This is an optimization exercise on Yosys and OpenROAD, whose aim is small area, not a production implementation.
Function was checked by simulation only, so behaviour that the tests miss may differ from the original.
Power and IR drop assume default switching activity.

// ssl
module ssl(clk, erst, din, dIdA, dIdB, dIdC, dSsA);
    input clk;
    input erst;
    input [3:0] din;
    output [6:0] dIdA;
    output [6:0] dIdB;
    output [6:0] dIdC;
    output [20:0] dSsA;
    wire rst;
    wire ena;
    wire [6:0] cntin;
    wire [3:0] dline;
    wire [127:0] dinRef;
    reg ph;
    reg valid0, valid1;
    rst_synch #(4, 2) rstSynchInst (
        .clk (clk),
        .erst (erst),
        .rst (rst),
        .ena (ena)
    );
    counter counterInst (
        .clk (clk),
        .rst (rst),
        .ena (ena),
        .dout (cntin)
    );
    input_buff inputBuffInst (
        .din (din),
        .clk (clk),
        .zero (~valid0 & ((cntin == 7'd127) | (cntin == 7'd0))),
        .dout (dline)
    );
    always @ (posedge clk or negedge rst) begin
        if (!rst) begin
            ph <= 1'b0;
            valid0 <= 1'b0;
            valid1 <= 1'b0;
        end
        else if (cntin == 7'd126) begin
            ph <= ~ph;
            valid0 <= 1'b1;
            valid1 <= valid0;
        end
    end
    wire cnt0 = (cntin == 7'd127);
    wire first = (cntin == 7'd0);
    wire inwin = (cntin < 7'd124);
    wire [6:0] lag = cntin;
    shift_reg refInst (
        .din (dline[0]),
        .clk (clk),
        .load (cnt0),
        .dout (dinRef)
    );
    proc_array procArrayA (
        .dinRef (dinRef), .din (dline[1]), .clk (clk), .rst (rst),
        .ph (ph), .phn (~ph), .first (first), .inwin (inwin), .lag (lag),
        .pub (cnt0 & valid1), .hold (~cnt0), .dout (dIdA)
    );
    proc_array procArrayB (
        .dinRef (dinRef), .din (dline[2]), .clk (clk), .rst (rst),
        .ph (ph), .phn (~ph), .first (first), .inwin (inwin), .lag (lag),
        .pub (cnt0 & valid1), .hold (~cnt0), .dout (dIdB)
    );
    proc_array procArrayC (
        .dinRef (dinRef), .din (dline[3]), .clk (clk), .rst (rst),
        .ph (ph), .phn (~ph), .first (first), .inwin (inwin), .lag (lag),
        .pub (cnt0 & valid1), .hold (~cnt0), .dout (dIdC)
    );
    output_proc outputProcA (
        .din (dIdA),
        .clk (clk),
        .rst (rst),
        .load (cntin == 7'd3),
        .dout (dSsA)
    );
endmodule
==> flow/config.mk <==
export PLATFORM = sky130hd
export DESIGN_NAME = ssl
export DESIGN_NICKNAME = ssl
export VERILOG_FILES = /design/flow/design.v
export SDC_FILE = /design/flow/constraint.sdc
export NUM_CORES = 4
export LEC_CHECK = 0
export CAP_MARGIN = 20
export CORE_MARGIN = 2
export CORE_UTILIZATION = 65
export SLEW_MARGIN = 20
export SYNTH_HIERARCHICAL = 1
export SYNTH_MINIMUM_KEEP_SIZE = 0
==> flow/constraint.sdc <==
create_clock -name core_clock -period 15.0 [get_ports {clk}]
set_input_delay 3.0000 -clock core_clock [delete_from_list [all_inputs] [get_ports {clk}]]
set_output_delay 3.0000 -clock core_clock [all_outputs]
set_load 0.01 [all_outputs]
standard.sh (not shown) runs the stock make flow with config.mk's settings and CLKGATE_MAP_FILE= SYNTH_SCRIPT=/design/flow/synth_recipe.tcl, a recipe that flattens the netlist after the stock synthesis.
==> flow/flow/run.sh <==
#!/bin/bash
# Own layout flow: the standard synthesis, then the standard ORFS layout
# with these changes (settings in flow/knobs.sh):
#  * combinational cells in the synthesized netlist start at their smallest
#    drive strength (downsize.py); repair_design and repair_timing size up
#    whatever needs it;
#  * floorplan removes synthesis buffers instead of sizing on wire-load
#    estimates (REMOVE_ABC_BUFFERS);
#  * the port buffers are the smallest buffer cell;
#  * CTS uses the clock buffer and clustering in knobs.sh and no dummy loads.
set -euo pipefail
R=orfs/results/${FLOW_PLATFORM}/ssl/base
source flow/knobs.sh

bash standard.sh synth > synth.log 2>&1
cp $R/1_2_yosys.v synth_netlist.v
python3 flow/downsize.py $R/1_2_yosys.v > downsize.log 2>&1

CTS="-sink_clustering_enable -repair_clock_nets -dont_use_dummy_load"
CTS="$CTS -buf_list $CTS_BUF $CTS_EXTRA"
bash standard.sh REMOVE_ABC_BUFFERS=1 "CTS_ARGS=$CTS" \
    "BUFFER_PORTS_ARGS=-buffer_cell sky130_fd_sc_hd__buf_1" \
    $EXTRA_VARS finish > layout.log 2>&1
==> flow/flow/knobs.sh <==
CTS_BUF=sky130_fd_sc_hd__clkbuf_4
CTS_EXTRA="-sink_clustering_size 11 -sink_clustering_max_diameter 60"
EXTRA_VARS=""
Other scripts of this flow, unchanged in this note and not shown: flow/flow/downsize.py
Then changed:
==> flow/flow/knobs.sh (replaced) <==
CTS_BUF=sky130_fd_sc_hd__clkbuf_4
CTS_EXTRA="-sink_clustering_size 10 -sink_clustering_max_diameter 60"
EXTRA_VARS=""
Effect: The changed run produced a clean layout; setup slack gets worse by 51 ps; total power went up by 1.8%; wire length went up by 0.78%; final area went up by 0.34%; cell count went up by 0.54%; register-to-register slack gets worse by 50 ps; sequential share of layout area went down by 0.21 points.

==> what the ideal ports hide <==
The results above use ideal ports. As a check the final layouts listed here were re-extracted and re-timed, cells and wires unchanged. Step 1 (the two cells are an assumption about what drives the block):
set clk [get_ports {clk}]
set_driving_cell -lib_cell sky130_fd_sc_hd__clkbuf_16 $clk
set_driving_cell -lib_cell sky130_fd_sc_hd__buf_2 [delete_from_list [all_inputs] $clk]
Step 2 adds t to the input delays and takes it off the output delays; t is the mean of the earliest and latest rising clock arrival at the registers after step 1. Input paths then give back, and output paths get back, about the clock's delay inside the block. a / b / c = no drivers / after step 1 / after step 2; a / b = the first two.
run	t, ns	setup slack, ns	clock arrival spread, ns	pins driven straight from the clock port
the first run	0.931	4.582 / 4.582 / 4.582	0.106 / 0.106	1
the second run	1.002	4.531 / 4.531 / 4.531	0.090 / 0.090	1
After both steps setup and hold are still met in every run listed.
